Background: an optimization exercise with open tools, aiming at small area and a short achievable clock period. Do not read the settings as production practice. RTL that was checked went through simulation tests only; none was proved equivalent to the original. Function not checked in run 2: the RTL went through the layout flow alone. The clock port is modelled as an ideal driver; clocking choices that lean on that would not hold on a real chip. Power and IR drop assume default switching activity.

--- config.mk ---
export PLATFORM = sky130hd
export DESIGN_NAME = adatreceive
export DESIGN_NICKNAME = adatreceive
export VERILOG_FILES = /design/flow/design.v
export SDC_FILE = /design/flow/constraint.sdc
export NUM_CORES = 4
export LEC_CHECK = 0
export CAP_MARGIN = 20
export CORE_MARGIN = 2
export CORE_UTILIZATION = 40
export SLEW_MARGIN = 20
--- constraint.sdc ---
create_clock -name core_clock -period 2.7 [get_ports {clk8x}]
set_input_delay 0.5400 -clock core_clock [delete_from_list [all_inputs] [get_ports {clk8x}]]
set_output_delay 0.5400 -clock core_clock [all_outputs]
set_load 0.01 [all_outputs]
--- design.v ---
`timescale 1ns / 1ps
module adatreclock(clk, rst, sdi, sample, sample_valid);
	input wire clk;
	input wire rst;
	input wire sdi;
	output wire sample;
	output wire sample_valid;
	reg d1, d2;
	assign sample = d2;
        reg [2:0] sample_timer;
	wire edge_detected;	
        assign edge_detected = (d1 ^ d2);
	assign sample_valid = (sample_timer == 3'b100);	
        always @ (posedge clk) begin
		if (rst) begin
			d1 <= 1'b0;
			d2 <= 1'b0;
			sample_timer <= 3'b0;
		end
		else begin
                d1 <= sdi;
		d2 <= d1;		
		if (edge_detected) begin
			sample_timer <= 3'b0;			
		end
		else begin
			sample_timer <= sample_timer + 3'd1;
		end				
		end
        end		
endmodule
`timescale 1ns / 1ps
module adatreceive(clk8x, rst, sdi, frame_sync, bit_sync,
	ch1, ch2, ch3, ch4,
	ch5, ch6, ch7, ch8);
	input wire clk8x;
	input wire rst;
	input wire sdi;
	output reg frame_sync;
	output wire bit_sync;
	output reg [23:0] ch1;
	output reg [23:0] ch2;
	output reg [23:0] ch3;
	output reg [23:0] ch4;
	output reg [23:0] ch5;
	output reg [23:0] ch6;
	output reg [23:0] ch7;
	output reg [23:0] ch8;
	reg [7:0] bitpos;
	reg [28:0] shiftreg;
	reg prevbit;
	wire [23:0] sample;
	wire [23:0] rsample;
	wire sdi_reclocked;
	wire found_sync_pattern;
	assign sample[23:20] = shiftreg[28:25];
	assign sample[19:16] = shiftreg[23:20];
	assign sample[15:12] = shiftreg[18:15];
	assign sample[11:8]  = shiftreg[13:10];
	assign sample[7:4]   = shiftreg[8:5];
	assign sample[3:0]   = shiftreg[3:0];
	genvar i;
	generate
		for (i = 0; i < 24; i = i + 1) begin
			assign rsample[i] = sample[23-i];
		end
	endgenerate
	adatreclock reclocker(
		.clk(clk8x),
		.rst(rst),
		.sdi(sdi),
		.sample(sdi_reclocked),
		.sample_valid(bit_sync)
	);
	assign found_sync_pattern =
		(shiftreg[28:19] == 10'b0000000000);
	always @ (posedge clk8x) begin
		if (rst) begin
			frame_sync <= 1'b0;
			bitpos <= 8'd0;
			shiftreg <= 29'h1fffffff;
			prevbit <= 1'b0;
			ch1 <= 24'd0;
			ch2 <= 24'd0;
			ch3 <= 24'd0;
			ch4 <= 24'd0;
			ch5 <= 24'd0;
			ch6 <= 24'd0;
			ch7 <= 24'd0;
			ch8 <= 24'd0;
		end
		else begin
		frame_sync <= 0;
		if (bit_sync) begin
			prevbit <= sdi_reclocked;
			shiftreg[28] <= sdi_reclocked ^ prevbit;
			shiftreg[27:0] <= shiftreg[28:1];
			if (found_sync_pattern) begin
				frame_sync <= 1;
				bitpos <= 0;
			end
			else begin
				bitpos <= bitpos + 1;
			end
		end
		case (bitpos)
			8'd34: ch1 <= rsample;
			8'd64: ch2 <= rsample;
			8'd94: ch3 <= rsample;
			8'd124: ch4 <= rsample;
			8'd154: ch5 <= rsample;
			8'd184: ch6 <= rsample;
			8'd214: ch7 <= rsample;
			8'd244: ch8 <= rsample;
		endcase
		end
	end
endmodule
--- run.sh ---
#!/bin/bash
# synth_recipe.tcl (not shown) runs the flow's synth.tcl, then flattens the netlist and writes it again
# the make line also repeats each setting of config.mk as NAME=value (left out here)
make -C /OpenROAD-flow-scripts/flow DESIGN_CONFIG=/design/flow/config.mk WORK_HOME=/design/flow/orfs CLKGATE_MAP_FILE= SYNTH_SCRIPT=/design/flow/synth_recipe.tcl finish
==> impl_metrics.py, run 1 <==
metrics = {
    "timing": {
        "worstMarginPinSlew_ns": 0.872,
        "min_period_over_period": 0.890,
        "setup_tns_ns": 0,
        "layout_setup_ws_ns": 0.297,
        "max-slew-margin-rel": 0.418,
        "timing.final.crit_period_ns": 2.40,
        "rsz_0062_raised_after_global_routing": "false",
        "report.final.slew_viol_count": 0,
        "finClkSkew_ns": 0.00996,
        "timing.final.hold_violations": 0,
        "fmax_ghz": 0.416,
        "final_setup_fails": 0,
    },
    "placed_design": {
        "detail_placement_hpwl_um": 17600,
        "placement.io_buffers": 196,
        "detailedPlace.worstSlack_ns": 0.757,
        "routability_cong": 0.801,
    },
    "die": {
        "placement_rows": 55,
        "floorplan.die_area_sq_um": 24200,
        "core-area_sq_um": 22600,
        "dieWidth_um": 156,
        "die_h_um": 156,
        "floorplan.io_pins": 197,
        "floorplan.initialDensity": 0.407,
    },
    "setup_path": {
        "worst-setup-path-type": "flop to primary output",
        "worst_ep_arrival_time_ns": 1.86,
        "worstSetupEndpointType": "primary output",
        "critical_path_peak_fanout": 6,
        "cp_data_required_time_ns": 2.16,
        "start_kind": "flop",
    },
    "grt": {
        "first_global_vias": 7831,
        "grt.total_usage": 0.242,
        "largest_net_degree_at_the_start_of_global_routing": 83,
        "grt.overflow.total": 0,
        "grt_pass1_wl_um": 46800,
        "grt_antenna_before_repair": 0,
    },
    "routing": {
        "drt_pre_antenna_iters": 6,
        "routed-via-count": 8753,
        "drt-wirelength-per-cell_um": 20.5,
        "drt_drc_violations_left": 0,
        "drt-total-wl_um": 30700,
        "detailed_router_s_first_iteration_violation_count": 999,
        "route.antenna.remaining_nets": 0,
        "avgViaCountPerCell": 5.85,
    },
    "synthesis": {
        "yosys.area_share.xor_xnor": 0.00476,
        "post_synth_inst_count": 1090,
        "postSynth.asyncResetShare": 0,
        "synth_commonest_cells": "236 x sky130_fd_sc_hd__dfxtp_1, 199 x sky130_fd_sc_hd__a21oi_1, 196 x sky130_fd_sc_hd__nand3_1",
        "synth_largest_type_area_fraction": 0.513,
        "syn_nets": 1098,
        "mappedNetlistArea_sq_um": 9210,
        "post_synth_num_cell_types": 35,
        "syn-mean-instance-area_sq_um": 8.45,
        "synth_seq_cells": 236,
        "synth_ff_type": "sky130_fd_sc_hd__dfxtp_1",
        "synthMostInstantiatedCell": "sky130_fd_sc_hd__dfxtp_1",
        "post_synth_main_area_contributors": "sky130_fd_sc_hd__dfxtp_1 51%, sky130_fd_sc_hd__a21oi_1 11%, sky130_fd_sc_hd__nand3_1 11%, sky130_fd_sc_hd__o21ai_0 9.7%, sky130_fd_sc_hd__clkbuf_1 3.8%",
        "synthesis.yosys.warnings": 2,
        "synth.yosys.seq_area_share": 0.513,
        "number_of_enable_type_register_cells_in_the_synthesized_netlist": 0,
        "synth.mux.area_fraction": 0,
        "synthSimpleGateAreaFrac": 0.157,
        "synth.largest_area_cell": "sky130_fd_sc_hd__dfxtp_1",
        "synth_fa_ha_area_frac": 0.00680,
        "synth_top_family_by_area": "compound AO/OA/AOI/OAI gates",
        "synth_compound_gate_area_share": 0.244,
    },
    "clocking": {
        "clk_pin_slew_worst_paths_ns": 0.05,
        "cts_tree": "yes",
        "clock_tree.root_cell": "sky130_fd_sc_hd__clkbuf_16",
        "post-cts-setup-buffers": 0,
        "htree_levels": 1,
        "cts_inserted_buffers": 25,
        "cts_hold_buf": 0,
        "tritoncts_num_sinks": 236,
        "post_cts_resize_count": 0,
        "clk-insertion-delay-late_ns": 0.51,
        "max-clock-path-buffers": 3,
    },
    "power": {
        "pwr_density_cell_nw_per_um2": 584,
        "total_leakage_power_nw": 3.87,
        "vdd_drop_max_mv": 0.559,
    },
    "min_path": {
        "min-delay-path-class": "flop to flop",
    },
    "cells_and_area": {
        "drive_above_1_share": 0.0635,
        "area.growth.synth_to_final_pct": 30.1,
        "diodes": 0,
        "postLayoutCoreUtil": 0.529,
        "fin_nets": 1203,
        "fillers": 2103,
    },
    "run": {
        "maxCapViolations": 0,
    },
    "run_status": {
        "run_status": "finished clean",
    },
}
## final timing paths
path                                        start                              endpoint  slack [ns]  depth (start not counted)
min          reclocker.sample_timer[0]$_SDFF_PP0_  reclocker.sample_timer[0]$_SDFF_PP0_        0.45                          1
max          reclocker.sample_timer[0]$_SDFF_PP0_                              bit_sync        0.30                          5
min reg2reg  reclocker.sample_timer[0]$_SDFF_PP0_  reclocker.sample_timer[0]$_SDFF_PP0_        0.45                          1
max reg2reg                bitpos[0]$_SDFFE_PP0P_                  ch5[11]$_SDFFE_PP0N_        0.72                          6
## cells in the final DEF (no fill, tap or decap), drive strengths merged, types with 2 or more instances in the layout
master	n
and4b	2
and3	29
nand3	196
clkbuf	39
nand4b	2
nand4bb	3
and4bb	2
nor4	2
dfxtp	236
nor2b	2
nor3	2
nand2	9
xnor2	5
o31ai	2
nor2	7
or3	4
clkinv	5
o21ai	195
ha	5
clkdlybuf4s50	195
or4	2
a21oi	199
buf	27
inv	7
a211o	29
## final cells by class
type | instances | area (sq um) | share of cell area
Tap cell | 285 | 357 | 0.0298
Clock inverter | 5 | 25.0 | 0.00209
Multi-Input combinational cell | 703 | 3830 | 0.320
Clock buffer | 39 | 778 | 0.0650
Sequential cell | 236 | 4720 | 0.394
Inverter | 7 | 26.3 | 0.00219
Timing Repair Buffer | 222 | 2230 | 0.186
## sequential cells by signal (all words and copies together), names as in the netlist, 3 cells and up
name / count
ch5: 24
ch6: 24
shiftreg: 29
ch8: 24
ch7: 24
bitpos: 8
ch4: 24
ch3: 24
ch1: 24
ch2: 24
reclocker.sample_timer: 3
## metal layers
layer  vias to the layer above  track usage  part of all wire
li1                       4106            -                 -
met1                      4288        0.347              0.45
met2                       307        0.388              0.47
met3                        52       0.0306             0.055
met4                         0       0.0607             0.027
met5                         -            0                 0
## through the flow
step                area, sq um  power (W)  std cells  hold slack [ns]
floorplan                  9210    0.00368       1090            0.417
global placement          11200    0.00373       1453            0.434
detailed placement        11200    0.00373       1453            0.442
CTS                       12000    0.00704       1497            0.455
global route              12000    0.00720       1497            0.478
finish                    12000    0.00699       1497            0.449
## worst max-delay path, stage by stage, from the launching register on
cell,delay [ns]
sky130_fd_sc_hd__dfxtp_1,0.32
sky130_fd_sc_hd__inv_1,0.06
sky130_fd_sc_hd__ha_1,0.15
sky130_fd_sc_hd__nand2_1,0.06
sky130_fd_sc_hd__inv_1,0.18
sky130_fd_sc_hd__clkdlybuf4s50_1,0.58
## cells by family (layout without fill, tap and decap cells)
family | Yosys count | after routing
xor gates and xnor gates | 5 | 5
AOI/OAI and AO/OA | 426 | 426
and+or+nand+nor | 267 | 267
buffers and inverters | 151 | 273
DFF | 236 | 236
adders and majority gates | 5 | 5
## where the power goes
part / internal (W) / switching [W]
clock: 0.00196 / 0.00137
sequential: 0.00349 / 0.0000378
combinational: 0.0000322 / 0.0000919
total: 0.00549 / 0.00150
==> run 2: changes to the inputs <==
==> design.v (replaced) <==
`timescale 1ns / 1ps
module adatreclock(clk, rst, sdi, sample, sample_valid);
	input wire clk;
	input wire rst;
	input wire sdi;
	output wire sample;
	output reg sample_valid;
	reg d1, d2;
	reg [2:0] sample_timer;
	wire edge_detected = d1 ^ d2;
	assign sample = d2;
	always @ (posedge clk) begin
		if (rst) begin
			d1 <= 1'b0;
			d2 <= 1'b0;
			sample_timer <= 3'b0;
			sample_valid <= 1'b0;
		end
		else begin
			d1 <= sdi;
			d2 <= d1;
			if (edge_detected)
				sample_timer <= 3'b0;
			else
				sample_timer <= sample_timer + 3'd1;
			sample_valid <= !edge_detected && (sample_timer == 3'd3);
		end
	end
endmodule
`timescale 1ns / 1ps
module adatreceive(clk8x, rst, sdi, frame_sync, bit_sync,
	ch1, ch2, ch3, ch4,
	ch5, ch6, ch7, ch8);
	input wire clk8x;
	input wire rst;
	input wire sdi;
	output reg frame_sync;
	output wire bit_sync;
	output reg [23:0] ch1;
	output reg [23:0] ch2;
	output reg [23:0] ch3;
	output reg [23:0] ch4;
	output reg [23:0] ch5;
	output reg [23:0] ch6;
	output reg [23:0] ch7;
	output reg [23:0] ch8;
	reg [7:0] bitpos;
	reg [28:0] shiftreg;
	reg prevbit;
	wire [23:0] sample;
	wire [23:0] rsample;
	wire [23:0] ldval;
	wire sdi_reclocked;
	wire found_sync_pattern;
	assign sample[23:20] = shiftreg[28:25];
	assign sample[19:16] = shiftreg[23:20];
	assign sample[15:12] = shiftreg[18:15];
	assign sample[11:8]  = shiftreg[13:10];
	assign sample[7:4]   = shiftreg[8:5];
	assign sample[3:0]   = shiftreg[3:0];
	genvar i;
	generate
		for (i = 0; i < 24; i = i + 1) begin
			assign rsample[i] = sample[23-i];
		end
	endgenerate
	assign ldval = rst ? 24'd0 : rsample;
	adatreclock reclocker(
		.clk(clk8x),
		.rst(rst),
		.sdi(sdi),
		.sample(sdi_reclocked),
		.sample_valid(bit_sync)
	);
	assign found_sync_pattern =
		(shiftreg[28:19] == 10'b0000000000);
	wire ld1 = rst | (bitpos == 8'd34);
	wire ld2 = rst | (bitpos == 8'd64);
	wire ld3 = rst | (bitpos == 8'd94);
	wire ld4 = rst | (bitpos == 8'd124);
	wire ld5 = rst | (bitpos == 8'd154);
	wire ld6 = rst | (bitpos == 8'd184);
	wire ld7 = rst | (bitpos == 8'd214);
	wire ld8 = rst | (bitpos == 8'd244);
	always @ (posedge clk8x) begin
		if (ld1) ch1 <= ldval;
		if (ld2) ch2 <= ldval;
		if (ld3) ch3 <= ldval;
		if (ld4) ch4 <= ldval;
		if (ld5) ch5 <= ldval;
		if (ld6) ch6 <= ldval;
		if (ld7) ch7 <= ldval;
		if (ld8) ch8 <= ldval;
	end
	always @ (posedge clk8x) begin
		if (rst) begin
			frame_sync <= 1'b0;
			bitpos <= 8'd0;
			shiftreg <= 29'h1fffffff;
			prevbit <= 1'b0;
		end
		else begin
			frame_sync <= bit_sync & found_sync_pattern;
			if (bit_sync) begin
				prevbit <= sdi_reclocked;
				shiftreg <= {sdi_reclocked ^ prevbit, shiftreg[28:1]};
				if (found_sync_pattern)
					bitpos <= 8'd0;
				else
					bitpos <= bitpos + 8'd1;
			end
		end
	end
endmodule
--- a/config.mk
+++ b/config.mk
@@ -8,4 +8,5 @@
 export CAP_MARGIN = 20
 export CORE_MARGIN = 2
 export CORE_UTILIZATION = 40
+export SETUP_SLACK_MARGIN = 1.2
 export SLEW_MARGIN = 20
==> impl_metrics.py, run 2 <==
metrics = {
    "cells_and_area": {
        "area.growth.synth_to_final_pct": 43.7,
        "fillers": 1439,
        "largest_register_ffs": 29,
        "mostFrequentLayoutCells": "192 x sky130_fd_sc_hd__edfxtp_1, 189 x sky130_fd_sc_hd__buf_2, 35 x sky130_fd_sc_hd__dfxtp_1, 31 x sky130_fd_sc_hd__nand2_1, 30 x sky130_fd_sc_hd__mux2i_1",
        "sequential_cell_area_sq_um": 6700,
        "layout_commonest_cell": "sky130_fd_sc_hd__edfxtp_1",
        "registers.top_by_ff_count": "shiftreg",
        "drive_above_1_share": 0.480,
        "multi_input_area_sq_um": 1430,
        "diodes": 0,
        "fin_nets": 692,
    },
    "timing": {
        "setup_tns_ns": 0,
        "min_period_over_period": 0.623,
        "fin_hold_ws_ns": 0.428,
        "timing.final.hold_violations": 0,
        "report.final.slew_viol_count": 0,
        "timing.final.crit_period_ns": 1.68,
        "fmax_ghz": 0.595,
        "max-slew-margin-rel": 0.559,
        "finClkSkew_ns": 0.0221,
        "worstMarginPinSlew_ns": 0.660,
        "rsz_0062_raised_after_global_routing": "true",
        "final_setup_fails": 0,
    },
    "clocking": {
        "cts_inserted_buffers": 23,
        "cts_tree": "yes",
        "clk-insertion-delay-late_ns": 0.50,
        "tritoncts_num_sinks": 237,
        "cts_hold_buf": 0,
        "max-clock-path-buffers": 3,
        "clock_tree.root_cell": "sky130_fd_sc_hd__clkbuf_16",
        "htree_levels": 1,
        "clk_pin_slew_worst_paths_ns": 0.07,
    },
    "synthesis": {
        "synth_largest_type_area_fraction": 0.744,
        "synth_commonest_cells": "192 x sky130_fd_sc_hd__edfxtp_1, 45 x sky130_fd_sc_hd__dfxtp_1, 33 x sky130_fd_sc_hd__nand2_1",
        "synth.yosys.seq_area_share": 0.861,
        "synthMostInstantiatedCell": "sky130_fd_sc_hd__edfxtp_1",
        "postSynth.asyncResetShare": 0,
        "synth_seq_cells": 237,
        "synthesis.yosys.warnings": 2,
        "mappedNetlistArea_sq_um": 7740,
        "synth_ff_type": "sky130_fd_sc_hd__edfxtp_1",
        "post_synth_inst_count": 403,
        "synth.largest_area_cell": "sky130_fd_sc_hd__edfxtp_1",
        "syn_nets": 411,
        "number_of_enable_type_register_cells_in_the_synthesized_netlist": 192,
        "syn-mean-instance-area_sq_um": 19.2,
        "post_synth_num_cell_types": 29,
        "post_synth_main_area_contributors": "sky130_fd_sc_hd__edfxtp_1 74%, sky130_fd_sc_hd__dfxtp_1 12%, sky130_fd_sc_hd__mux2i_1 3.9%, sky130_fd_sc_hd__nor2b_1 2.1%, sky130_fd_sc_hd__nand2_1 1.6%",
    },
    "routing": {
        "drt_pre_antenna_iters": 5,
        "route.antenna.remaining_nets": 0,
        "drt_drc_violations_left": 0,
        "detailed_router_s_first_iteration_violation_count": 391,
        "drt-wirelength-per-cell_um": 22.3,
        "routed-via-count": 4714,
        "drt-total-wl_um": 21400,
        "avgViaCountPerCell": 4.91,
    },
    "grt": {
        "grt_pass1_wl_um": 30100,
        "grt.overflow.total": 0,
        "grt.total_usage": 0.200,
        "first_global_vias": 4672,
        "grt_antenna_before_repair": 0,
        "largest_net_degree_at_the_start_of_global_routing": 40,
    },
    "run_status": {
        "run_status": "finished clean",
    },
    "setup_path": {
        "worst_ep_arrival_time_ns": 1.88,
        "cp_data_required_time_ns": 2.90,
        "crit_path_cells": "buf_12 > nand4b_1 > buf_4 > o21ai_4 > buf_6 > buf_12",
        "start_kind": "flop",
        "worstPathBufferInverterCount": 4,
        "worst-setup-path-type": "flop to flop",
        "worstSetupEndpointType": "flop",
        "critical_path_peak_fanout": 8,
        "slowest_stage": "sky130_fd_sc_hd__dfxtp_4",
        "family_of_cells_with_the_greatest_summed_delay_on_the_critical_path": "buffers and inverters",
        "timing.critical_path.slowest_cell_delay_ns": 0.38,
        "most_prevalent_standard_cell_on_the_critical_path": "sky130_fd_sc_hd__buf_12",
    },
    "placed_design": {
        "placement.io_buffers": 196,
        "routability_cong": 0.766,
        "detail_placement_hpwl_um": 11000,
    },
    "run": {
        "maxCapViolations": 0,
    },
    "power": {
        "vdd_drop_max_mv": 0.459,
        "total_leakage_power_nw": 4.26,
        "pwr_density_cell_nw_per_um2": 716,
    },
    "die": {
        "floorplan.die_area_sq_um": 20500,
        "floorplan.io_pins": 197,
        "dieWidth_um": 143,
        "floorplan.initialDensity": 0.411,
        "core-area_sq_um": 18800,
        "placement_rows": 50,
        "die_h_um": 143,
    },
    "min_path": {
        "min-delay-path-class": "flop to flop",
    },
}
[run 2: cell types whose count changed in the layout (fill, tap and decap cells not counted), moves of 30 or more]
cell / change
sky130_fd_sc_hd__a21oi_1: -196
sky130_fd_sc_hd__buf_2: +189
sky130_fd_sc_hd__clkdlybuf4s50_1: -194
sky130_fd_sc_hd__dfxtp_1: -201
sky130_fd_sc_hd__edfxtp_1: +192
sky130_fd_sc_hd__mux2i_1: +30
sky130_fd_sc_hd__nand3_1: -194
sky130_fd_sc_hd__o21ai_0: -175
[run 2: area by class of cell]
type                       count  area share
clock buffer                  30      0.0578
inverter                       6     0.00315
tap                          260      0.0292
multi-input combinational    158       0.128
clock inverter                11      0.0112
timing repair buffer         258       0.168
sequential                   237       0.602
[run 2: layer usage]
layer	GRT usage	up-vias	part of all wire
met5	0	-	0
met4	0.0599	0	0.023
met3	0.0355	31	0.067
met2	0.324	195	0.48
met1	0.279	2388	0.43
li1	-	2100	-
[run 2: per-stage QoR]
stage | instances | setup slack, ns | power, W | utilization | cell area (sq um)
floorplan | 403 | 1.08 | 0.00445 | - | 7870
global placement | 851 | 0.635 | 0.00484 | 0.538 | 10100
detailed placement | 851 | 0.548 | 0.00485 | 0.538 | 10100
CTS | 941 | 1.05 | 0.00804 | 0.578 | 10900
global route | 960 | 0.994 | 0.00823 | 0.591 | 11100
finish | 960 | 1.02 | 0.00797 | 0.591 | 11100
[run 2: worst paths after layout]
kind                                   startpoint                              endpoint  slack, ns  depth (start not counted)
min          reclocker.sample_timer[0]$_SDFF_PP0_  reclocker.sample_timer[0]$_SDFF_PP0_       0.43                          1
max                        bitpos[7]$_SDFFE_PP0P_                     ch7[17]$_DFFE_PP_       1.02                          6
max reg2reg                bitpos[7]$_SDFFE_PP0P_                     ch7[17]$_DFFE_PP_       1.02                          6
min reg2reg  reclocker.sample_timer[0]$_SDFF_PP0_  reclocker.sample_timer[0]$_SDFF_PP0_       0.43                          1
[run 2: worst reg2reg max path: stages, from the launching register on]
cell                       delay, ns
sky130_fd_sc_hd__dfxtp_4        0.38
sky130_fd_sc_hd__buf_12         0.11
sky130_fd_sc_hd__nand4b_1       0.21
sky130_fd_sc_hd__buf_4          0.22
sky130_fd_sc_hd__o21ai_4        0.17
sky130_fd_sc_hd__buf_6          0.15
sky130_fd_sc_hd__buf_12         0.13
[run 2: logic make-up after synthesis]
logic type                 Yosys count  synth area share
DFF                                237             0.861
buffers and inverters               19            0.0123
adders and majority gates            5           0.00808
xor gates and xnor gates             6           0.00679
muxes                               30            0.0388
and+or+nand+nor                     91            0.0606
AOI/OAI and AO/OA                   15            0.0128
[run 2: what timing repair did]
action,in CTS,in global routing
pin swaps,17,14
cloned,14,2
resized for setup,828,21
endpoints found under the setup margin,389,393
buffers inserted,35,17
[run 2: where the power goes]
group | switching [W] | internal (W)
clock network | 0.00129 | 0.00196
logic | 0.000327 | 0.000217
registers | 0.0000528 | 0.00413
total | 0.00167 | 0.00630
==> run 3: changes to the inputs <==
--- a/design.v
+++ b/design.v
@@ -74,14 +74,24 @@
 	);
 	assign found_sync_pattern =
 		(shiftreg[28:19] == 10'b0000000000);
-	wire ld1 = rst | (bitpos == 8'd34);
-	wire ld2 = rst | (bitpos == 8'd64);
-	wire ld3 = rst | (bitpos == 8'd94);
-	wire ld4 = rst | (bitpos == 8'd124);
-	wire ld5 = rst | (bitpos == 8'd154);
-	wire ld6 = rst | (bitpos == 8'd184);
-	wire ld7 = rst | (bitpos == 8'd214);
-	wire ld8 = rst | (bitpos == 8'd244);
+	reg [7:0] ld_q;
+	wire [7:0] ld_next;
+	assign ld_next[0] = ~found_sync_pattern & (bitpos == 8'd33);
+	assign ld_next[1] = ~found_sync_pattern & (bitpos == 8'd63);
+	assign ld_next[2] = ~found_sync_pattern & (bitpos == 8'd93);
+	assign ld_next[3] = ~found_sync_pattern & (bitpos == 8'd123);
+	assign ld_next[4] = ~found_sync_pattern & (bitpos == 8'd153);
+	assign ld_next[5] = ~found_sync_pattern & (bitpos == 8'd183);
+	assign ld_next[6] = ~found_sync_pattern & (bitpos == 8'd213);
+	assign ld_next[7] = ~found_sync_pattern & (bitpos == 8'd243);
+	wire ld1 = rst | ld_q[0];
+	wire ld2 = rst | ld_q[1];
+	wire ld3 = rst | ld_q[2];
+	wire ld4 = rst | ld_q[3];
+	wire ld5 = rst | ld_q[4];
+	wire ld6 = rst | ld_q[5];
+	wire ld7 = rst | ld_q[6];
+	wire ld8 = rst | ld_q[7];
 	always @ (posedge clk8x) begin
 		if (ld1) ch1 <= ldval;
 		if (ld2) ch2 <= ldval;
@@ -98,11 +108,13 @@
 			bitpos <= 8'd0;
 			shiftreg <= 29'h1fffffff;
 			prevbit <= 1'b0;
+			ld_q <= 8'd0;
 		end
 		else begin
 			frame_sync <= bit_sync & found_sync_pattern;
 			if (bit_sync) begin
 				prevbit <= sdi_reclocked;
+				ld_q <= ld_next;
 				shiftreg <= {sdi_reclocked ^ prevbit, shiftreg[28:1]};
 				if (found_sync_pattern)
 					bitpos <= 8'd0;
==> impl_metrics.py, run 3 <==
metrics = {
    "timing": {
        "worstMarginPinSlew_ns": 0.646,
        "report.final.slew_viol_count": 0,
        "finClkSkew_ns": 0.0126,
        "final_setup_fails": 0,
        "min_period_over_period": 0.598,
        "timing.final.crit_period_ns": 1.61,
        "fmax_ghz": 0.620,
        "timing.final.hold_violations": 0,
        "setup_tns_ns": 0,
        "fin_hold_ws_ns": 0.426,
        "rsz_0062_raised_after_global_routing": "true",
        "max-slew-margin-rel": 0.569,
    },
    "synthesis": {
        "synth.yosys.seq_area_share": 0.847,
        "post_synth_inst_count": 423,
        "syn-mean-instance-area_sq_um": 19.0,
        "number_of_enable_type_register_cells_in_the_synthesized_netlist": 192,
        "postSynth.asyncResetShare": 0,
        "post_synth_num_cell_types": 35,
        "synth_commonest_cells": "192 x sky130_fd_sc_hd__edfxtp_1, 53 x sky130_fd_sc_hd__dfxtp_1, 32 x sky130_fd_sc_hd__nand2_1",
        "synthMostInstantiatedCell": "sky130_fd_sc_hd__edfxtp_1",
        "synth.largest_area_cell": "sky130_fd_sc_hd__edfxtp_1",
        "mappedNetlistArea_sq_um": 8060,
        "syn_nets": 430,
        "post_synth_main_area_contributors": "sky130_fd_sc_hd__edfxtp_1 72%, sky130_fd_sc_hd__dfxtp_1 13%, sky130_fd_sc_hd__mux2i_1 3.7%, sky130_fd_sc_hd__nor2b_1 2.0%, sky130_fd_sc_hd__nand2_1 1.5%",
        "synth_seq_cells": 245,
        "synth_largest_type_area_fraction": 0.716,
        "synthesis.yosys.warnings": 2,
        "synth_ff_type": "sky130_fd_sc_hd__edfxtp_1",
    },
    "setup_path": {
        "start_kind": "flop",
        "worst_ep_arrival_time_ns": 1.07,
        "worstSetupStartpoint": "ch2[0]$_DFFE_PP_",
        "cp_data_required_time_ns": 2.16,
        "slowest_stage": "sky130_fd_sc_hd__edfxtp_1",
        "setup.reg_to_reg.worst_slack_ns": 1.29,
        "worst-setup-path-type": "flop to primary output",
        "worstPathBufferInverterCount": 1,
        "critical_path_peak_fanout": 1,
        "family_of_cells_with_the_greatest_summed_delay_on_the_critical_path": "flip-flops",
        "crit_path_cells": "buf_2",
        "timing.critical_path.slowest_cell_delay_ns": 0.42,
        "worstSetupEndpointType": "primary output",
        "reg_to_reg_startpoint": "reclocker.sample_valid$_SDFF_PP0_",
    },
    "die": {
        "placement_rows": 51,
        "floorplan.die_area_sq_um": 21300,
        "dieWidth_um": 146,
        "die_h_um": 146,
        "floorplan.io_pins": 197,
        "core-area_sq_um": 19600,
        "floorplan.initialDensity": 0.411,
    },
    "routing": {
        "routedLengthMet1_um": 7670,
        "drt-wirelength-per-cell_um": 19.4,
        "avgViaCountPerCell": 4.72,
        "routed-wl-met2_um": 9050,
        "detailroute.wirelength.met3_um": 961,
        "drt-total-wl_um": 17900,
        "drt_pre_antenna_iters": 4,
        "routed-via-count": 4340,
        "route.antenna.remaining_nets": 0,
        "top_layer_used": "met4",
        "detailed_router_s_first_iteration_violation_count": 271,
        "drt_drc_violations_left": 0,
    },
    "grt": {
        "grt_pass1_wl_um": 27100,
        "grt.overflow.total": 0,
        "first_global_vias": 4535,
        "largest_net_degree_at_the_start_of_global_routing": 39,
        "grt_antenna_before_repair": 0,
        "grt.total_usage": 0.163,
    },
    "placed_design": {
        "detail_placement_hpwl_um": 11400,
        "routability_cong": 0.726,
        "dp.cells": 872,
        "placement.io_buffers": 196,
    },
    "min_path": {
        "hold_start": "reclocker.sample_timer[0]$_SDFF_PP0_",
        "min-delay-path-class": "flop to flop",
    },
    "run_status": {
        "run_status": "finished clean",
    },
    "clocking": {
        "cts_tree": "yes",
        "clk-insertion-delay-late_ns": 0.50,
        "max-clock-path-buffers": 3,
        "clk_pin_slew_worst_paths_ns": 0.06,
        "htree_levels": 1,
        "cts_hold_buf": 0,
        "clock_tree.root_cell": "sky130_fd_sc_hd__clkbuf_16",
        "tritoncts_num_sinks": 245,
        "cts_inserted_buffers": 24,
    },
    "run": {
        "maxCapViolations": 0,
    },
    "cells_and_area": {
        "fillers": 1655,
        "largest_register_ffs": 29,
        "fin_nets": 644,
        "mostFrequentLayoutCells": "192 x sky130_fd_sc_hd__edfxtp_1, 192 x sky130_fd_sc_hd__buf_2, 49 x sky130_fd_sc_hd__dfxtp_1, 32 x sky130_fd_sc_hd__nand2_1, 30 x sky130_fd_sc_hd__mux2i_1",
        "area.growth.synth_to_final_pct": 26.2,
        "registers.top_by_ff_count": "shiftreg",
        "drive_above_1_share": 0.391,
        "post_layout_nonfiller_instances": 920,
        "diodes": 0,
        "postLayoutCoreUtil": 0.519,
    },
    "power": {
        "vdd_drop_max_mv": 0.385,
        "total_leakage_power_nw": 3.87,
        "totalPowerFinal_w": 0.00789,
        "pwr_density_cell_nw_per_um2": 776,
    },
}
[run 3: timing repair]
item	4_1_cts	5_1_grt
resized for setup	778	9
setup endpoints to repair	209	204
pin swaps	0	1
cloned	0	1
buffers inserted	1	2
[run 3: cell families (layout without fill, tap and decap cells)]
kind of cell / after synthesis / count (layout) / synth area share
AND/OR/NAND/NOR: 103 / 103 / 0.0733
XOR/XNOR: 5 / 5 / 0.00544
adder cells (fa/ha/maj): 4 / 4 / 0.00621
buffers and inverters: 17 / 249 / 0.0110
multiplexers: 30 / 30 / 0.0373
flip-flops: 245 / 245 / 0.847
AO/OA/AOI/OAI: 19 / 19 / 0.0196
[run 3: area by class of cell]
cell class	instances	area, sq um	area share
Clock buffer	31	648	0.0637
Clock inverter	13	115	0.0113
Timing Repair inverter	1	5.00	0.000492
Timing Repair Buffer	201	1050	0.103
Multi-Input combinational cell	161	1170	0.115
Sequential cell	245	6830	0.672
Inverter	3	15.0	0.00148
Tap cell	265	332	0.0326
[run 3: power breakdown]
group	switching (W)	internal (W)
sequential	0.0000553	0.00426
combinational	0.000283	0.000126
clock	0.00129	0.00189
total	0.00163	0.00627
[run 3: layer usage]
layer  up-vias  global-route usage
li1       2024                   -
met1      2167               0.210
met2       130               0.283
met3        19              0.0373
met4         0              0.0333
met5         -                   0
[run 3: stage by stage]
| step | setup slack, ns | instance area (sq um) |
|---|---|---|
| floorplan | 1.20 | 8080 |
| global placement | 0.786 | 10300 |
| detailed placement | 0.744 | 10300 |
| CTS | 1.07 | 10100 |
| global route | 1.05 | 10200 |
| finish | 1.09 | 10200 |
[run 3: worst paths after layout]
| path | endpoint | cells past startpoint |
|---|---|---|
| max | ch2[0] | 1 |
| min | reclocker.sample_timer[0]$_SDFF_PP0_ | 1 |
| max reg2reg | bitpos[1]$_SDFFE_PP0P_ | 3 |
| min reg2reg | reclocker.sample_timer[0]$_SDFF_PP0_ | 1 |
==> run 4: changes to the inputs <==
--- a/config.mk
+++ b/config.mk
@@ -7,6 +7,8 @@
 export LEC_CHECK = 0
 export CAP_MARGIN = 20
 export CORE_MARGIN = 2
-export CORE_UTILIZATION = 40
+export CORE_UTILIZATION = 60
+export CTS_CLUSTER_DIAMETER = 60
+export CTS_CLUSTER_SIZE = 30
 export SETUP_SLACK_MARGIN = 1.2
 export SLEW_MARGIN = 20
==> impl_metrics.py, run 4 <==
metrics = {
    "placed_design": {
        "detail_placement_hpwl_um": 10000,
        "routability_cong": 0.790,
        "dp.cells": 784,
        "placement.cell_area_sq_um": 10200,
        "placement.io_buffers": 196,
    },
    "clocking": {
        "max-clock-path-buffers": 3,
        "clk-insertion-delay-late_ns": 0.49,
        "tritoncts_num_sinks": 245,
        "clock_tree.root_cell": "sky130_fd_sc_hd__clkbuf_16",
        "clk_pin_slew_worst_paths_ns": 0.10,
        "cts_tree": "yes",
        "cts_inserted_buffers": 13,
        "cts_hold_buf": 0,
        "htree_levels": 1,
    },
    "grt": {
        "gr-max-usage-layer": "met2",
        "grt.overflow.total": 0,
        "use_met2": 0.368,
        "grt_antenna_before_repair": 0,
        "largest_net_degree_at_the_start_of_global_routing": 35,
        "grt.total_usage": 0.221,
        "grt_pass1_wl_um": 24200,
        "grt.met1_usage": 0.320,
        "first_global_vias": 4145,
        "met3_use_gr": 0.0314,
    },
    "routing": {
        "drt-wirelength-per-cell_um": 19.8,
        "route.antenna.remaining_nets": 0,
        "avgViaCountPerCell": 5.31,
        "routed-via-count": 4303,
        "drt_drc_violations_left": 0,
        "drt_pre_antenna_iters": 5,
        "drt-total-wl_um": 16100,
        "detailed_router_s_first_iteration_violation_count": 342,
    },
    "power": {
        "totalPowerFinal_w": 0.00681,
        "netSwitchingPower_w": 0.00148,
        "total_leakage_power_nw": 3.71,
        "pwr_density_cell_nw_per_um2": 703,
        "power_frac_clock": 0.309,
        "comb_power_share": 0.060,
        "intPower_w": 0.00533,
        "power.sequential.fraction": 0.631,
        "vdd_drop_max_mv": 0.576,
        "power.switching_fraction": 0.218,
    },
    "timing": {
        "max-slew-margin-rel": 0.589,
        "fmax_ghz": 0.622,
        "min_period_over_period": 0.595,
        "report.final.slew_viol_count": 0,
        "timing.final.hold_violations": 0,
        "final_setup_fails": 0,
        "worstMarginPinSlew_ns": 0.616,
        "setup_tns_ns": 0,
        "rsz_0062_raised_after_global_routing": "true",
        "timing.final.crit_period_ns": 1.61,
        "finClkSkew_ns": 0.0350,
    },
    "die": {
        "core-area_sq_um": 13200,
        "placement_rows": 42,
        "floorplan.io_pins": 197,
        "floorplan.initialDensity": 0.611,
        "die_h_um": 120,
        "floorplan.die_area_sq_um": 14400,
        "dieWidth_um": 120,
    },
    "synthesis": {
        "post_synth_main_area_contributors": "sky130_fd_sc_hd__edfxtp_1 72%, sky130_fd_sc_hd__dfxtp_1 13%, sky130_fd_sc_hd__mux2i_1 3.7%, sky130_fd_sc_hd__nor2b_1 2.0%, sky130_fd_sc_hd__nand2_1 1.5%",
        "postSynth.asyncResetShare": 0,
        "synth_ff_type": "sky130_fd_sc_hd__edfxtp_1",
        "synth_top_family_by_area": "simple AND/OR/NAND/NOR gates",
        "yosys.area_share.xor_xnor": 0.00543,
        "mappedNetlistArea_sq_um": 8060,
        "synthMostInstantiatedCell": "sky130_fd_sc_hd__edfxtp_1",
        "post_synth_inst_count": 423,
        "syn-mean-instance-area_sq_um": 19.0,
        "synthSimpleGateAreaFrac": 0.0733,
        "synth_fa_ha_area_frac": 0.00621,
        "number_of_enable_type_register_cells_in_the_synthesized_netlist": 192,
        "synth_compound_gate_area_share": 0.0196,
        "synthesis.yosys.warnings": 2,
        "synth.largest_area_cell": "sky130_fd_sc_hd__edfxtp_1",
        "synth_seq_cells": 245,
        "syn_nets": 430,
        "synth.yosys.seq_area_share": 0.847,
        "synth_commonest_cells": "192 x sky130_fd_sc_hd__edfxtp_1, 53 x sky130_fd_sc_hd__dfxtp_1, 32 x sky130_fd_sc_hd__nand2_1",
        "post_synth_num_cell_types": 35,
        "synth_largest_type_area_fraction": 0.716,
        "synth.mux.area_fraction": 0.0373,
    },
    "cells_and_area": {
        "area.growth.synth_to_final_pct": 20.3,
        "post_layout_nonfiller_instances": 811,
        "layout_commonest_cell": "sky130_fd_sc_hd__buf_2",
        "largest_register_ffs": 29,
        "stdcell_area_sq_um": 9700,
        "drive_above_1_share": 0.386,
        "fin_nets": 635,
        "diodes": 0,
        "mostFrequentLayoutCells": "194 x sky130_fd_sc_hd__buf_2, 192 x sky130_fd_sc_hd__edfxtp_1, 50 x sky130_fd_sc_hd__dfxtp_1, 32 x sky130_fd_sc_hd__nand2_1, 30 x sky130_fd_sc_hd__mux2i_1",
        "registers.top_by_ff_count": "shiftreg",
    },
    "run_status": {
        "run_status": "finished clean",
    },
    "setup_path": {
        "start_kind": "flop",
        "family_of_cells_with_the_greatest_summed_delay_on_the_critical_path": "flip-flops",
        "worstSetupEndpointType": "primary output",
        "worst_ep_arrival_time_ns": 1.07,
        "worst_r2r_path_depth": 5,
        "slowest_stage": "sky130_fd_sc_hd__edfxtp_1",
        "crit_path_cells": "buf_2",
        "worstSetupStartpoint": "ch5[15]$_DFFE_PP_",
        "timing.critical_path.to": "ch5[15]",
        "worstPathBufferInverterCount": 1,
        "reg2reg_to": "bitpos[7]$_SDFFE_PP0P_",
        "critical_path_peak_fanout": 1,
        "setup.reg_to_reg.worst_slack_ns": 1.26,
        "timing.critical_path.depth": 1,
        "cp_data_required_time_ns": 2.16,
        "worst-setup-path-type": "flop to primary output",
        "reg_to_reg_startpoint": "reclocker.sample_valid$_SDFF_PP0_",
        "timing.critical_path.slowest_cell_delay_ns": 0.42,
    },
    "run": {
        "maxCapViolations": 0,
    },
    "min_path": {
        "min-delay-path-class": "flop to flop",
    },
}
run 4: power by group through the flow:
stage	Sequential (W)	Combinational, W	Clock (W)
after floorplan	0.00446	0.000107	0
after global placement	0.00439	0.000536	0
final	0.00430	0.000408	0.00211
after CTS	0.00430	0.000410	0.00214
after global routing	0.00431	0.000441	0.00225
after detailed placement	0.00439	0.000548	0
run 4: metrics by stage:
stage / hold slack, ns / worst slack, ns / utilization
5_1_grt: 0.443 / 1.06 / 0.735
4_1_cts: 0.438 / 1.07 / 0.733
3_5_place_dp: 0.422 / 0.732 / 0.773
6_report: 0.432 / 1.09 / 0.735
3_3_place_gp: 0.407 / 0.777 / 0.773
2_1_floorplan: 0.398 / 1.20 / -
run 4: worst min-delay path by stage:
stage,from,to,cells past startpoint
4_1_cts,reclocker.sample_timer[0]$_SDFF_PP0_,reclocker.sample_timer[0]$_SDFF_PP0_,1
5_1_grt,reclocker.sample_timer[0]$_SDFF_PP0_,reclocker.sample_timer[0]$_SDFF_PP0_,1
3_5_place_dp,reclocker.sample_timer[0]$_SDFF_PP0_,reclocker.sample_timer[0]$_SDFF_PP0_,1
2_1_floorplan,reclocker.sample_timer[0]$_SDFF_PP0_,reclocker.sample_timer[0]$_SDFF_PP0_,1
3_3_place_gp,reclocker.sample_timer[0]$_SDFF_PP0_,reclocker.sample_timer[0]$_SDFF_PP0_,1
6_report,reclocker.sample_timer[0]$_SDFF_PP0_,reclocker.sample_timer[0]$_SDFF_PP0_,1
run 4: layout make-up:
type / instances / area, sq um
sequential: 245 / 6830
fill: 841 / 3490
multi-input combinational: 162 / 1170
timing repair buffer: 203 / 1050
clock buffer: 15 / 333
tap: 176 / 220
clock inverter: 7 / 76.3
inverter: 3 / 15.0
run 4: cell families (layout without fill, tap and decap cells):
| kind of cell | Yosys count | count (layout) |
|---|---|---|
| flops | 245 | 245 |
| simple gates | 103 | 104 |
| mux | 30 | 30 |
| compound gates | 19 | 19 |
| buf+inv | 17 | 228 |
| xor+xnor | 5 | 5 |
| fa+ha+maj | 4 | 4 |
run 4: metal layers:
metal / wire (um) / part of all wire
met1: 6950 / 0.43
met2: 7920 / 0.49
met3: 965 / 0.060
met5: 0 / 0
met4: 223 / 0.014
run 4: timing repair:
item / in CTS / in global routing
pin swaps: 0 / 2
buffers inserted: 2 / 2
endpoints found under the setup margin: 209 / 310
cloned: 0 / 1
resized for setup: 778 / 6
==> run 5: changes to the inputs <==
--- a/config.mk
+++ b/config.mk
@@ -10,5 +10,5 @@
 export CORE_UTILIZATION = 60
 export CTS_CLUSTER_DIAMETER = 60
 export CTS_CLUSTER_SIZE = 30
-export SETUP_SLACK_MARGIN = 1.2
+export SETUP_SLACK_MARGIN = 0.9
 export SLEW_MARGIN = 20
==> impl_metrics.py, run 5 <==
metrics = {
    "placed_design": {
        "placement.io_buffers": 196,
        "detailedPlace.worstSlack_ns": 0.651,
        "routability_cong": 0.812,
        "detail_placement_hpwl_um": 10600,
    },
    "timing": {
        "timing.final.hold_violations": 0,
        "layout_setup_ws_ns": 0.956,
        "final_setup_fails": 0,
        "max-slew-margin-rel": 0.482,
        "fmax_ghz": 0.574,
        "min_period_over_period": 0.646,
        "rsz_0062_raised_after_global_routing": "false",
        "setup_tns_ns": 0,
        "timing.final.crit_period_ns": 1.74,
        "report.final.slew_viol_count": 0,
        "worstMarginPinSlew_ns": 0.776,
        "finClkSkew_ns": 0.0301,
    },
    "die": {
        "die_h_um": 120,
        "dieWidth_um": 120,
        "floorplan.io_pins": 197,
        "placement_rows": 42,
        "core-area_sq_um": 13200,
        "floorplan.die_area_sq_um": 14400,
        "floorplan.initialDensity": 0.611,
    },
    "clocking": {
        "cts_inserted_buffers": 13,
        "max-clock-path-buffers": 3,
        "post-cts-setup-buffers": 0,
        "clk_pin_slew_worst_paths_ns": 0.11,
        "cts_hold_buf": 0,
        "htree_levels": 1,
        "clk-insertion-delay-late_ns": 0.47,
        "cts_tree": "yes",
        "post_cts_resize_count": 194,
        "clock_tree.root_cell": "sky130_fd_sc_hd__clkbuf_16",
        "tritoncts_num_sinks": 245,
    },
    "routing": {
        "route.antenna.remaining_nets": 0,
        "drt-wirelength-per-cell_um": 20.3,
        "routed-via-count": 4376,
        "drt-total-wl_um": 16400,
        "avgViaCountPerCell": 5.42,
        "drt_drc_violations_left": 0,
        "drt_pre_antenna_iters": 5,
        "detailed_router_s_first_iteration_violation_count": 295,
    },
    "cells_and_area": {
        "drive_above_1_share": 0.0680,
        "largest_register_ffs": 29,
        "diodes": 0,
        "layout_commonest_cell": "sky130_fd_sc_hd__dlygate4sd2_1",
        "registers.top_by_ff_count": "shiftreg",
        "sequential_cell_area_sq_um": 6830,
        "mostFrequentLayoutCells": "194 x sky130_fd_sc_hd__dlygate4sd2_1, 192 x sky130_fd_sc_hd__edfxtp_1, 52 x sky130_fd_sc_hd__dfxtp_1, 32 x sky130_fd_sc_hd__nand2_1, 30 x sky130_fd_sc_hd__mux2i_1",
        "area.growth.synth_to_final_pct": 28.7,
        "fin_nets": 633,
        "multi_input_area_sq_um": 1140,
        "fillers": 833,
    },
    "power": {
        "pwr_density_cell_nw_per_um2": 660,
        "total_leakage_power_nw": 3.96,
        "vdd_drop_max_mv": 0.611,
    },
    "synthesis": {
        "synth_commonest_cells": "192 x sky130_fd_sc_hd__edfxtp_1, 53 x sky130_fd_sc_hd__dfxtp_1, 32 x sky130_fd_sc_hd__nand2_1",
        "synth_largest_type_area_fraction": 0.716,
        "number_of_enable_type_register_cells_in_the_synthesized_netlist": 192,
        "synthesis.yosys.warnings": 2,
        "post_synth_main_area_contributors": "sky130_fd_sc_hd__edfxtp_1 72%, sky130_fd_sc_hd__dfxtp_1 13%, sky130_fd_sc_hd__mux2i_1 3.7%, sky130_fd_sc_hd__nor2b_1 2.0%, sky130_fd_sc_hd__nand2_1 1.5%",
        "syn_nets": 430,
        "post_synth_num_cell_types": 35,
        "synthMostInstantiatedCell": "sky130_fd_sc_hd__edfxtp_1",
        "synth.yosys.seq_area_share": 0.847,
        "synth_ff_type": "sky130_fd_sc_hd__edfxtp_1",
        "post_synth_inst_count": 423,
        "synth.largest_area_cell": "sky130_fd_sc_hd__edfxtp_1",
        "syn-mean-instance-area_sq_um": 19.0,
        "mappedNetlistArea_sq_um": 8060,
        "synth_seq_cells": 245,
        "postSynth.asyncResetShare": 0,
    },
    "setup_path": {
        "worst_r2r_path_depth": 4,
        "reg_to_reg_startpoint": "reclocker.sample_valid$_SDFF_PP0_",
        "slowest_stage": "sky130_fd_sc_hd__edfxtp_1",
        "worst_ep_arrival_time_ns": 1.20,
        "worstSetupEndpointType": "primary output",
        "worst-setup-path-type": "flop to primary output",
        "reg2reg_to": "bitpos[7]$_SDFFE_PP0P_",
        "worstSetupStartpoint": "ch8[22]$_DFFE_PP_",
        "worstPathBufferInverterCount": 1,
        "timing.critical_path.depth": 1,
        "setup.reg_to_reg.worst_slack_ns": 1.10,
        "start_kind": "flop",
        "cp_data_required_time_ns": 2.16,
        "crit_path_cells": "dlygate4sd2_1",
        "family_of_cells_with_the_greatest_summed_delay_on_the_critical_path": "flip-flops",
        "timing.critical_path.slowest_cell_delay_ns": 0.43,
        "critical_path_peak_fanout": 1,
        "timing.critical_path.to": "ch8[22]",
    },
    "min_path": {
        "min-delay-path-class": "flop to flop",
    },
    "grt": {
        "grt.total_usage": 0.229,
        "grt_pass1_wl_um": 24900,
        "grt.overflow.total": 0,
        "first_global_vias": 4373,
        "grt_antenna_before_repair": 0,
        "largest_net_degree_at_the_start_of_global_routing": 45,
    },
    "run_status": {
        "run_status": "finished clean",
    },
    "run": {
        "maxCapViolations": 0,
    },
}
## run 5: area by class of cell
| type | count | share of cell area |
|---|---|---|
| clock inverters | 4 | 0.00615 |
| inverters | 3 | 0.00109 |
| repair buffers | 202 | 0.170 |
| flip-flops and latches | 245 | 0.658 |
| multi-input cells | 161 | 0.110 |
| well taps | 176 | 0.0212 |
| clock buffers | 17 | 0.0332 |
## run 5: routing by layer
metal | GRT usage | routed length [um] | up-vias
met4 | 0.0507 | 264 | 0
met2 | 0.375 | 7820 | 211
met5 | 0 | 0 | -
met1 | 0.335 | 7100 | 2167
li1 | - | - | 1974
met3 | 0.0342 | 1190 | 24
## run 5: logic make-up (layout without fill, tap and decap cells)
logic type               count (synthesis)  count (layout)  share of synthesized area
flip-flops                             245             245                      0.847
AND/OR/NAND/NOR                        103             103                     0.0733
multiplexers                            30              30                     0.0373
AO/OA/AOI/OAI                           19              19                     0.0196
buffers and inverters                   17             226                     0.0110
XOR/XNOR                                 5               5                    0.00544
adder cells (fa/ha/maj)                  4               4                    0.00621
## run 5: worst min-delay path by stage
stage	startpoint	to	slack, ns	depth (start not counted)
after detailed placement	reclocker.sample_timer[0]$_SDFF_PP0_	reclocker.sample_timer[0]$_SDFF_PP0_	0.44	1
after CTS	reclocker.sample_timer[0]$_SDFF_PP0_	reclocker.sample_timer[0]$_SDFF_PP0_	0.45	1
after global placement	reclocker.sample_timer[0]$_SDFF_PP0_	reclocker.sample_timer[0]$_SDFF_PP0_	0.41	1
after floorplan	reclocker.sample_timer[0]$_SDFF_PP0_	reclocker.sample_timer[0]$_SDFF_PP0_	0.40	1
final	reclocker.sample_timer[0]$_SDFF_PP0_	reclocker.sample_timer[0]$_SDFF_PP0_	0.45	1
after global routing	reclocker.sample_timer[0]$_SDFF_PP0_	reclocker.sample_timer[0]$_SDFF_PP0_	0.46	1
## run 5: metrics by stage
stage	utilization	cells	power (W)	instance area, sq um	hold WS [ns]
after detailed placement	0.774	787	0.00494	10200	0.436
after CTS	0.786	808	0.00689	10400	0.451
after global routing	0.786	808	0.00704	10400	0.464
after floorplan	-	423	0.00457	8060	0.398
after global placement	0.774	787	0.00493	10200	0.405
final	0.786	808	0.00684	10400	0.448
## run 5: where the power goes
| part | switching [W] | total (W) | internal [W] |
|---|---|---|---|
| clock | 0.00114 | 0.00210 | 0.000958 |
| sequential | 0.0000531 | 0.00430 | 0.00425 |
| combinational | 0.000275 | 0.000438 | 0.000163 |
| total | 0.00147 | 0.00684 | 0.00537 |
==> run 6: changes to the inputs <==
--- a/config.mk
+++ b/config.mk
@@ -7,8 +7,9 @@
 export LEC_CHECK = 0
 export CAP_MARGIN = 20
 export CORE_MARGIN = 2
-export CORE_UTILIZATION = 60
-export CTS_CLUSTER_DIAMETER = 60
-export CTS_CLUSTER_SIZE = 30
-export SETUP_SLACK_MARGIN = 0.9
+export CORE_UTILIZATION = 75
+export CTS_CLUSTER_DIAMETER = 150
+export CTS_CLUSTER_SIZE = 40
+export PLACE_DENSITY = 0.8
+export SETUP_SLACK_MARGIN = 1.4
 export SLEW_MARGIN = 20
==> impl_metrics.py, run 6 <==
metrics = {
    "synthesis": {
        "synth.largest_area_cell": "sky130_fd_sc_hd__edfxtp_1",
        "synthMostInstantiatedCell": "sky130_fd_sc_hd__edfxtp_1",
        "post_synth_num_cell_types": 35,
        "post_synth_main_area_contributors": "sky130_fd_sc_hd__edfxtp_1 72%, sky130_fd_sc_hd__dfxtp_1 13%, sky130_fd_sc_hd__mux2i_1 3.7%, sky130_fd_sc_hd__nor2b_1 2.0%, sky130_fd_sc_hd__nand2_1 1.5%",
        "synth_ff_type": "sky130_fd_sc_hd__edfxtp_1",
        "synth_largest_type_area_fraction": 0.716,
        "postSynth.asyncResetShare": 0,
        "synth_seq_cells": 245,
        "syn-mean-instance-area_sq_um": 19.0,
        "number_of_enable_type_register_cells_in_the_synthesized_netlist": 192,
        "synthesis.yosys.warnings": 2,
        "syn_nets": 430,
        "synth.yosys.seq_area_share": 0.847,
        "synth_commonest_cells": "192 x sky130_fd_sc_hd__edfxtp_1, 53 x sky130_fd_sc_hd__dfxtp_1, 32 x sky130_fd_sc_hd__nand2_1",
        "mappedNetlistArea_sq_um": 8060,
        "post_synth_inst_count": 423,
    },
    "run_status": {
        "run_status": "did not finish",
        "tool.error": "Error: detail_place.tcl, 38 bad optional access",
        "stop_stage": "detailed placement (3_5_place_dp)",
    },
    "placed_design": {
        "routability_cong": 0.772,
        "placement.io_buffers": 196,
    },
    "die": {
        "dieWidth_um": 108,
        "floorplan.io_pins": 197,
        "floorplan.initialDensity": 0.777,
        "die_h_um": 108,
        "placement_rows": 37,
    },
}
[run 6: kinds of logic after synthesis]
kind of cell | Yosys count | share of synthesized area
flops | 245 | 0.847
buf+inv | 17 | 0.0110
mux | 30 | 0.0373
compound gates | 19 | 0.0196
xor+xnor | 5 | 0.00544
fa+ha+maj | 4 | 0.00621
simple gates | 103 | 0.0733
[run 6: worst max-delay path by stage]
stage	end	start	slack [ns]
2_1_floorplan	ch1[0]$_DFFE_PP_	rst	1.28
3_3_place_gp	ld_q[4]$_SDFFE_PP0P_	rst	0.85
[run 6: power groups by stage]
stage,sequential [W],combinational (W),clock [W]
floorplan,0.00446,0.000110,0
global placement,0.00439,0.000531,0
[run 6: per-stage QoR]
step | cells | cell area, sq um | hold slack (ns) | setup WS, ns
global placement | 743 | 10100 | 0.413 | 0.852
floorplan | 423 | 8110 | 0.398 | 1.28
==> run 7: changes to the inputs <==
==> flow/run.sh (new file) <==
#!/bin/bash
# Own layout flow: the standard ORFS layout, with one change to clock tree
# synthesis (cts_hook.tcl): the intermediate levels of TritonCTS's tree are
# removed, so the leaf buffers hang directly on the root buffer's net. The tree
# stays balanced (every register is two buffers from the clock port).
# Port buffers start as buf_1 (the smallest buffer) instead of clkdlybuf4s50_1.
set -euo pipefail
here=$(pwd)
export PRE_CTS_TCL=$here/flow/cts_hook.tcl
export BUFFER_PORTS_ARGS="-buffer_cell sky130_fd_sc_hd__buf_1"
bash standard.sh > "$here/standard_flow.log" 2>&1
==> flow/cts_hook.tcl (new file) <==
# Wrap clock_tree_synthesis: after TritonCTS builds its tree, remove the
# buffers between the root buffer and the leaf (cluster) buffers, and hang
# the leaf buffers directly on the net their removed driver was driven by.
rename clock_tree_synthesis tritoncts_clock_tree_synthesis
proc clock_tree_synthesis { args } {
  tritoncts_clock_tree_synthesis {*}$args
  set block [ord::get_db_block]
  for { set level 1 } { $level < 10 } { incr level } {
    foreach inst [$block getInsts] {
      set name [$inst getName]
      if { ![string match "clkbuf_${level}_*" $name] } { continue }
      set in [[$inst findITerm A] getNet]
      set out [[$inst findITerm X] getNet]
      foreach it [$out getITerms] {
        if { [$it getInst] ne $inst } {
          $it disconnect
          $it connect $in
        }
      }
      odb::dbInst_destroy $inst
      odb::dbNet_destroy $out
      puts "cts_hook: removed $name"
    }
  }
}
==> standard.sh (new file) <==
#!/bin/bash
# synth_recipe.tcl (not shown) runs the flow's synth.tcl, then flattens the netlist and writes it again
# the make line also repeats each setting of config.mk as NAME=value (left out here)
make -C /OpenROAD-flow-scripts/flow DESIGN_CONFIG=/design/flow/config.mk WORK_HOME=/design/flow/orfs CLKGATE_MAP_FILE= SYNTH_SCRIPT=/design/flow/synth_recipe.tcl "${@:-finish}"
==> config.mk (replaced) <==
export PLATFORM = sky130hd
export DESIGN_NAME = adatreceive
export DESIGN_NICKNAME = adatreceive
export VERILOG_FILES = /design/flow/design.v
export SDC_FILE = /design/flow/constraint.sdc
export NUM_CORES = 4
export LEC_CHECK = 0
export CAP_MARGIN = 20
export CORE_MARGIN = 2
export CORE_UTILIZATION = 60
export CTS_CLUSTER_DIAMETER = 60
export CTS_CLUSTER_SIZE = 30
export SETUP_SLACK_MARGIN = 1.2
export SLEW_MARGIN = 20
removed: run.sh
==> impl_metrics.py, run 7 <==
metrics = {
    "run_status": {
        "run_status": "finished clean",
    },
    "routing": {
        "routedLengthMet1_um": 6850,
        "route.antenna.remaining_nets": 0,
        "routed-via-count": 4294,
        "drt-total-wl_um": 15200,
        "drt_drc_violations_left": 0,
        "detailed_router_s_first_iteration_violation_count": 320,
        "routed-wl-met2_um": 7400,
        "drt-wirelength-per-cell_um": 18.8,
        "avgViaCountPerCell": 5.31,
        "drt_pre_antenna_iters": 4,
        "detailroute.wirelength.met3_um": 762,
        "top_layer_used": "met4",
    },
    "setup_path": {
        "setup.reg_to_reg.worst_slack_ns": 1.29,
        "reg_to_reg_startpoint": "shiftreg[28]$_SDFFE_PP1P_",
        "worst-setup-path-type": "flop to primary output",
        "timing.critical_path.depth": 1,
        "worstSetupStartpoint": "ch3[7]$_DFFE_PP_",
        "family_of_cells_with_the_greatest_summed_delay_on_the_critical_path": "flip-flops",
        "worst_ep_arrival_time_ns": 1.00,
        "slowest_stage": "sky130_fd_sc_hd__edfxtp_1",
        "timing.critical_path.slowest_cell_delay_ns": 0.43,
        "critical_path_peak_fanout": 1,
        "reg2reg_to": "ld_q[6]$_SDFFE_PP0P_",
        "cp_data_required_time_ns": 2.16,
        "worstSetupEndpointType": "primary output",
        "worst_r2r_path_depth": 3,
        "crit_path_cells": "clkbuf_2",
        "worstPathBufferInverterCount": 1,
        "timing.critical_path.to": "ch3[7]",
        "start_kind": "flop",
    },
    "synthesis": {
        "post_synth_inst_count": 423,
        "synth_seq_cells": 245,
        "synth_commonest_cells": "192 x sky130_fd_sc_hd__edfxtp_1, 53 x sky130_fd_sc_hd__dfxtp_1, 32 x sky130_fd_sc_hd__nand2_1",
        "synthMostInstantiatedCell": "sky130_fd_sc_hd__edfxtp_1",
        "syn_nets": 430,
        "synth.largest_area_cell": "sky130_fd_sc_hd__edfxtp_1",
        "synth_largest_type_area_fraction": 0.716,
        "syn-mean-instance-area_sq_um": 19.0,
        "synth.yosys.seq_area_share": 0.847,
        "postSynth.asyncResetShare": 0,
        "synth_ff_type": "sky130_fd_sc_hd__edfxtp_1",
        "post_synth_num_cell_types": 35,
        "synthesis.yosys.warnings": 2,
        "post_synth_main_area_contributors": "sky130_fd_sc_hd__edfxtp_1 72%, sky130_fd_sc_hd__dfxtp_1 13%, sky130_fd_sc_hd__mux2i_1 3.7%, sky130_fd_sc_hd__nor2b_1 2.0%, sky130_fd_sc_hd__nand2_1 1.5%",
        "number_of_enable_type_register_cells_in_the_synthesized_netlist": 192,
        "mappedNetlistArea_sq_um": 8060,
    },
    "cells_and_area": {
        "fin_nets": 633,
        "mostFrequentLayoutCells": "192 x sky130_fd_sc_hd__edfxtp_1, 153 x sky130_fd_sc_hd__clkbuf_2, 50 x sky130_fd_sc_hd__dfxtp_1, 41 x sky130_fd_sc_hd__buf_1, 32 x sky130_fd_sc_hd__nand2_1",
        "registers.top_by_ff_count": "shiftreg",
        "largest_register_ffs": 29,
        "postLayoutCoreUtil": 0.733,
        "area.growth.synth_to_final_pct": 20.0,
        "post_layout_nonfiller_instances": 809,
        "diodes": 0,
        "layout_commonest_cell": "sky130_fd_sc_hd__edfxtp_1",
        "drive_above_1_share": 0.336,
        "stdcell_area_sq_um": 9670,
    },
    "timing": {
        "fmax_ghz": 0.651,
        "max-slew-margin-rel": 0.642,
        "worstMarginPinSlew_ns": 0.535,
        "report.final.slew_viol_count": 0,
        "finClkSkew_ns": 0.0129,
        "min_period_over_period": 0.569,
        "final_setup_fails": 0,
        "timing.final.hold_violations": 0,
        "rsz_0062_raised_after_global_routing": "true",
        "timing.final.crit_period_ns": 1.54,
        "setup_tns_ns": 0,
    },
    "die": {
        "floorplan.initialDensity": 0.611,
        "dieWidth_um": 120,
        "placement_rows": 42,
        "floorplan.die_area_sq_um": 14400,
        "core-area_sq_um": 13200,
        "die_h_um": 120,
        "floorplan.io_pins": 197,
    },
    "grt": {
        "grt_antenna_before_repair": 0,
        "largest_net_degree_at_the_start_of_global_routing": 31,
        "grt_pass1_wl_um": 22300,
        "first_global_vias": 4023,
        "grt.overflow.total": 0,
        "grt.total_usage": 0.214,
    },
    "clocking": {
        "cts_hold_buf": 0,
        "cts_tree": "yes",
        "clk-insertion-delay-late_ns": 0.42,
        "cts_inserted_buffers": 14,
        "clk_pin_slew_worst_paths_ns": 0.10,
        "tritoncts_num_sinks": 245,
    },
    "placed_design": {
        "placement.cell_area_sq_um": 9000,
        "placement.io_buffers": 196,
        "dp.cells": 786,
        "detail_placement_hpwl_um": 9320,
        "routability_cong": 0.764,
    },
    "min_path": {
        "min-delay-path-class": "input pin to flop",
    },
    "power": {
        "vdd_drop_max_mv": 0.676,
        "total_leakage_power_nw": 3.65,
        "pwr_density_cell_nw_per_um2": 705,
    },
    "run": {
        "maxCapViolations": 0,
    },
}
[run 7: timing repair]
item	CTS	global route
resized for setup	1	170
buffers inserted	2	0
setup endpoints to repair	87	260
[run 7: per-stage QoR]
step	hold slack [ns]	power, W	setup WS (ns)
detailed placement	0.425	0.00475	0.796
finish	0.354	0.00682	1.16
global placement	0.410	0.00474	0.857
global route	0.347	0.00703	1.13
CTS	0.336	0.00681	1.14
floorplan	0.398	0.00457	1.20
[run 7: worst min path at each step]
stage                                          from                              endpoint  slack (ns)  depth (start not counted)
6_report                                        sdi               reclocker.d1$_SDFF_PP0_        0.35                          2
5_1_grt                                         sdi               reclocker.d1$_SDFF_PP0_        0.35                          2
4_1_cts                                         sdi               reclocker.d1$_SDFF_PP0_        0.34                          2
3_5_place_dp   reclocker.sample_timer[0]$_SDFF_PP0_  reclocker.sample_timer[0]$_SDFF_PP0_        0.42                          1
3_3_place_gp   reclocker.sample_timer[0]$_SDFF_PP0_  reclocker.sample_timer[0]$_SDFF_PP0_        0.41                          1
2_1_floorplan  reclocker.sample_timer[0]$_SDFF_PP0_  reclocker.sample_timer[0]$_SDFF_PP0_        0.40                          1
[run 7: cells by family after synthesis]
group,share of synthesized area
adders and majority gates,0.00621
DFF,0.847
and+or+nand+nor,0.0733
buffers and inverters,0.0110
muxes,0.0373
AOI/OAI and AO/OA,0.0196
xor gates and xnor gates,0.00544
[run 7: where the power goes]
| group | total [W] | internal [W] | switching, W |
|---|---|---|---|
| clock | 0.00212 | 0.000946 | 0.00118 |
| sequential | 0.00431 | 0.00425 | 0.0000554 |
| combinational | 0.000387 | 0.000117 | 0.000270 |
[run 7: final cells by class]
cell class,instances,area [sq um]
Sequential cell,245,6830
Fill cell,898,3520
Multi-Input combinational cell,161,1190
Timing Repair Buffer,203,988
Clock buffer,14,329
Tap cell,176,220
Clock inverter,7,92.6
Inverter,3,11.3
[run 7: layer usage]
metal | vias up | GRT usage
met5 | - | 0
met4 | 0 | 0.0640
met3 | 16 | 0.0528
met2 | 155 | 0.341
met1 | 2140 | 0.297
li1 | 1983 | -

[static timing again, ports no longer ideal]
How much do the figures lean on ideal ports? The routed layouts below were timed once more, with nothing changed but the port constraints. Step 1, drivers: a clkbuf_16 drives clk8x and a buf_2 each remaining input, both assumed. Step 2 adds t to the input delays and takes it off the output delays; t is the mean of the earliest and latest rising clock arrival at the registers after step 1. Input paths then give back, and output paths get back, about the clock's delay inside the block. Three values: no drivers, after step 1, after step 2; two values: the first two.
run | t (ns) | setup slack, ns | clock arrival spread, ns
run 1 | 0.555 | 0.297 / 0.249 / 0.718 | 0.010 / 0.010
run 2 | 0.538 | 1.019 / 1.015 / 0.772 | 0.023 / 0.023
run 3 | 0.534 | 1.086 / 1.042 / 0.754 | 0.013 / 0.013
run 4 | 0.510 | 1.093 / 1.053 / 0.878 | 0.036 / 0.036
run 5 | 0.495 | 0.956 / 0.917 / 0.650 | 0.031 / 0.031
run 7 | 0.456 | 1.165 / 1.125 / 0.824 | 0.013 / 0.013
After both steps every run listed still meets setup and hold. For run 7, which loses most, drivers alone change the setup slack by -0.040 ns; drivers and shift together by -0.341 ns.
